This design comes from an exercise in tuning for small area, a short achievable clock period and few clock cycles per item on the open sky130 flow, not from production work. The RTL was checked by simulation tests, not by an equivalence proof against the original design. Power is estimated from default activity; no workload was simulated.

==> flow/design.v <==
module axi4_lite_slave #(
    parameter ADDRESS     = 32,
    parameter DATA_WIDTH  = 32,
    parameter REG_COUNT   = 32
) (
    input  wire                        ACLK,
    input  wire                        ARESETN,
    input  wire [ADDRESS-1:0]          S_ARADDR,
    input  wire                        S_ARVALID,
    output wire                        S_ARREADY,
    output reg  [DATA_WIDTH-1:0]       S_RDATA,
    output reg  [1:0]                  S_RRESP,
    output reg                         S_RVALID,
    input  wire                        S_RREADY,
    input  wire [ADDRESS-1:0]          S_AWADDR,
    input  wire                        S_AWVALID,
    output wire                        S_AWREADY,
    input  wire [DATA_WIDTH-1:0]       S_WDATA,
    input  wire [(DATA_WIDTH/8)-1:0]   S_WSTRB,
    input  wire                        S_WVALID,
    output wire                        S_WREADY,
    output reg  [1:0]                  S_BRESP,
    output reg                         S_BVALID,
    input  wire                        S_BREADY
);
    localparam [1:0] RESP_OKAY   = 2'b00;
    localparam [1:0] RESP_SLVERR = 2'b10;
    reg [31:0] regs [0:31];
    reg [31:0] written;
    reg        aw_v, aws_v;
    reg [3:0]  aw_lo;            
    reg [7:0]  aw_hi;            
    reg        aw_al;
    reg [4:0]  aws_idx;
    reg        aws_al;
    reg        b1_v, b1_err;
    reg        awready_r, wready_r;
    assign S_AWREADY = awready_r;
    assign S_WREADY  = wready_r;
    wire aw_hs = S_AWVALID && awready_r;
    wire w_hs  = S_WVALID && wready_r;
    wire b_pop = S_BVALID && S_BREADY;
    wire w_ok  = aw_al && (S_WSTRB != 4'b0000);
    wire aw_v_n  = aws_v || aw_hs || (aw_v && !w_hs);
    wire aws_v_n = !w_hs && (aws_v || (aw_hs && aw_v));
    wire b1_v_n  = S_BVALID && !b_pop && (b1_v || w_hs);
    always @(posedge ACLK or negedge ARESETN) begin
        if (!ARESETN) begin
            aw_v      <= 1'b0;
            aws_v     <= 1'b0;
            awready_r <= 1'b0;
            wready_r  <= 1'b0;
            b1_v      <= 1'b0;
            b1_err    <= 1'b0;
            S_BVALID  <= 1'b0;
            S_BRESP   <= RESP_OKAY;
        end else begin
            aw_v      <= aw_v_n;
            aws_v     <= aws_v_n;
            awready_r <= !aws_v_n;
            wready_r  <= aw_v_n && !b1_v_n;
            b1_v      <= b1_v_n;
            if (w_hs)
                b1_err <= !w_ok;
            if (!S_BVALID || b_pop) begin
                if (b1_v) begin
                    S_BVALID <= 1'b1;
                    S_BRESP  <= b1_err ? RESP_SLVERR : RESP_OKAY;
                end else begin
                    S_BVALID <= w_hs;
                    S_BRESP  <= w_ok ? RESP_OKAY : RESP_SLVERR;
                end
            end
        end
    end
    wire [4:0] aw_src_idx = aws_v ? aws_idx : S_AWADDR[6:2];
    wire       aw_src_al  = aws_v ? aws_al  : (S_AWADDR[1:0] == 2'b00);
    integer j;
    always @(posedge ACLK) begin
        if (w_hs || !aw_v) begin
            for (j = 0; j < 4; j = j + 1)
                aw_lo[j] <= (aw_src_idx[1:0] == j);
            for (j = 0; j < 8; j = j + 1)
                aw_hi[j] <= aw_src_al && (aw_src_idx[4:2] == j);
            aw_al <= aw_src_al;
        end
        if (awready_r) begin
            aws_idx <= S_AWADDR[6:2];
            aws_al  <= (S_AWADDR[1:0] == 2'b00);
        end
    end
    integer r, b;
    always @(posedge ACLK or negedge ARESETN) begin
        if (!ARESETN) begin
            written <= 32'd0;
        end else if (w_hs) begin
            for (r = 0; r < 32; r = r + 1)
                if (aw_lo[r % 4] && aw_hi[r / 4])
                    written[r] <= 1'b1;
        end
    end
    always @(posedge ACLK) begin
        for (r = 0; r < 32; r = r + 1)
            for (b = 0; b < 4; b = b + 1)
                if (w_hs && aw_lo[r % 4] && aw_hi[r / 4] && (S_WSTRB[b] || !written[r]))
                    regs[r][b*8 +: 8] <= S_WSTRB[b] ? S_WDATA[b*8 +: 8] : 8'd0;
    end
    reg        ar_v, ars_v, arready_r;
    reg [31:0] ar_sel;
    reg [4:0]  ar_idx;
    reg        ar_al;
    reg [4:0]  ars_idx;
    reg        ars_al;
    assign S_ARREADY = arready_r;
    wire ar_hs    = S_ARVALID && arready_r;
    wire r_commit = ar_v && (!S_RVALID || S_RREADY);
    wire ars_v_n  = !r_commit && (ars_v || (ar_hs && ar_v));
    always @(posedge ACLK or negedge ARESETN) begin
        if (!ARESETN) begin
            ar_v      <= 1'b0;
            ars_v     <= 1'b0;
            arready_r <= 1'b0;
            S_RVALID  <= 1'b0;
        end else begin
            ar_v      <= ars_v || ar_hs || (ar_v && !r_commit);
            ars_v     <= ars_v_n;
            arready_r <= !ars_v_n;
            S_RVALID  <= r_commit || (S_RVALID && !S_RREADY);
        end
    end
    wire [4:0] src_idx = ars_v ? ars_idx : S_ARADDR[6:2];
    wire       src_al  = ars_v ? ars_al  : (S_ARADDR[1:0] == 2'b00);
    wire       ar_ld    = r_commit || !ar_v;
    wire [4:0] ar_idx_n = ar_ld ? src_idx : ar_idx;
    wire       ar_al_n  = ar_ld ? src_al  : ar_al;
    integer k;
    always @(posedge ACLK) begin
        ar_idx <= ar_idx_n;
        ar_al  <= ar_al_n;
        for (k = 0; k < 32; k = k + 1)
            ar_sel[k] <= ar_al_n && written[k] && (ar_idx_n == k);
        if (arready_r) begin
            ars_idx <= S_ARADDR[6:2];
            ars_al  <= (S_ARADDR[1:0] == 2'b00);
        end
    end
    reg [31:0] rd_or;
    integer q;
    always @* begin
        rd_or = 32'd0;
        for (q = 0; q < 32; q = q + 1)
            rd_or = rd_or | (regs[q] & {32{ar_sel[q]}});
    end
    always @(posedge ACLK) begin
        if (r_commit) begin
            S_RDATA <= rd_or;
            S_RRESP <= ar_al ? RESP_OKAY : RESP_SLVERR;
        end
    end
endmodule
export LEC_CHECK = 0
export CAP_MARGIN = 20
export CORE_MARGIN = 2
export CORE_UTILIZATION = 40
export CTS_CLUSTER_DIAMETER = 60
export CTS_CLUSTER_SIZE = 30
export SETUP_SLACK_MARGIN = 2.8
export SLEW_MARGIN = 20
create_clock -name core_clock -period 5.0 [get_ports {ACLK}]
run.sh (not shown) runs the stock make flow with config.mk's settings and CLKGATE_MAP_FILE= SYNTH_SCRIPT=/design/flow/synth_recipe.tcl, a recipe that flattens the netlist after the stock synthesis.
The baseline finished with timing, DRC and antenna clean.
Testbench counts at the start, summed over its fixed seeds: cycles 2,416, items 4,800.
Next try:
--- a/flow/config.mk
+++ b/flow/config.mk
@@ -11,2 +11,3 @@
-export CTS_CLUSTER_DIAMETER = 60
-export CTS_CLUSTER_SIZE = 30
+export CTS_CLUSTER_DIAMETER = 80
+export CTS_CLUSTER_SIZE = 25
+export GPL_TIMING_DRIVEN = 1
After rerunning:
- count of clock-buffer cells in the layout fell by 1
- power fell by 8.5%
- utilization fell by 1.1 points
- sequential power hardly moves
- combinational power is about the same
- clock power fell by 26%
- clock skew fell by 0.0087 ns
- final area fell by 2.3%
- synthesized cell count is unchanged
- sequential cell count is unchanged
Next try:
--- a/flow/config.mk
+++ b/flow/config.mk
@@ -13 +13 @@
-export GPL_TIMING_DRIVEN = 1
+export PLACE_DENSITY = 0.92
Result: Wire length fell by a little under a tenth; final area hardly moves; clock skew decreases by 0.0043 ns; global-route usage shrinks by 2.3 points; die area is unchanged; final cell count barely changes; synthesized area stays the same; total power fell slightly.
Next try:
==> flow/flow/run.sh (new file) <==
#!/bin/bash
set -euo pipefail
bash standard.sh "BUFFER_PORTS_ARGS=-buffer_cell sky130_fd_sc_hd__buf_2" finish > standard.log 2>&1
==> flow/standard.sh (new file) <==
#!/bin/bash
# synth_recipe.tcl (not shown) runs the flow's synth.tcl, then flattens the netlist and writes it again
# the make line also repeats each setting of config.mk as NAME=value (left out here)
make -C /OpenROAD-flow-scripts/flow DESIGN_CONFIG=/design/flow/config.mk WORK_HOME=/design/flow/orfs CLKGATE_MAP_FILE= SYNTH_SCRIPT=/design/flow/synth_recipe.tcl "${@:-finish}"
--- a/flow/config.mk
+++ b/flow/config.mk
@@ -13 +12,0 @@
-export PLACE_DENSITY = 0.92
removed: flow/run.sh
Effect: Cell area drops slightly; sequential share of layout area climbs by 0.92 points; synthesized cell count stays the same; worst hold slack stays flat; register-to-register slack gets better by 0.05 ns; die area does not change; cell count drops slightly; clock-buffer cell count drops by 17; sequential cell count stays the same.

==> separate check: timing with driven ports <==
The flow's constraints put no driver on any port. The routed layouts listed below were extracted and timed again, unchanged, in two steps.
Step 1, drivers: a clkbuf_16 drives ACLK and a buf_2 each remaining input, both assumed.
Step 2, shift: input delay + t, output delay - t, t = (earliest + latest rising clock arrival at the registers) / 2. This alone moves slack from input paths to output paths.
Three values: no drivers, after step 1, after step 2; two values: the first two.
run | t, ns | setup WS [ns] | hold WS [ns] | worst data-port slew with drivers (ns)
the first run | 0.728 | 2.758 / 2.691 / 2.164 | 0.429 / 0.383 / 0.491 | 0.05
the second run | 0.734 | 2.750 / 2.680 / 2.142 | 0.433 / 0.383 / 0.496 | 0.05
the third run | 0.701 | 2.703 / 2.685 / 2.102 | 0.442 / 0.400 / 0.487 | 0.06
the fourth run | 0.731 | 2.697 / 2.684 / 2.015 | 0.441 / 0.396 / 0.469 | 0.04
After both steps setup and hold are still met in every run listed. For the fourth run, which loses most, drivers alone change the setup slack by -0.013 ns; drivers and shift together by -0.682 ns.
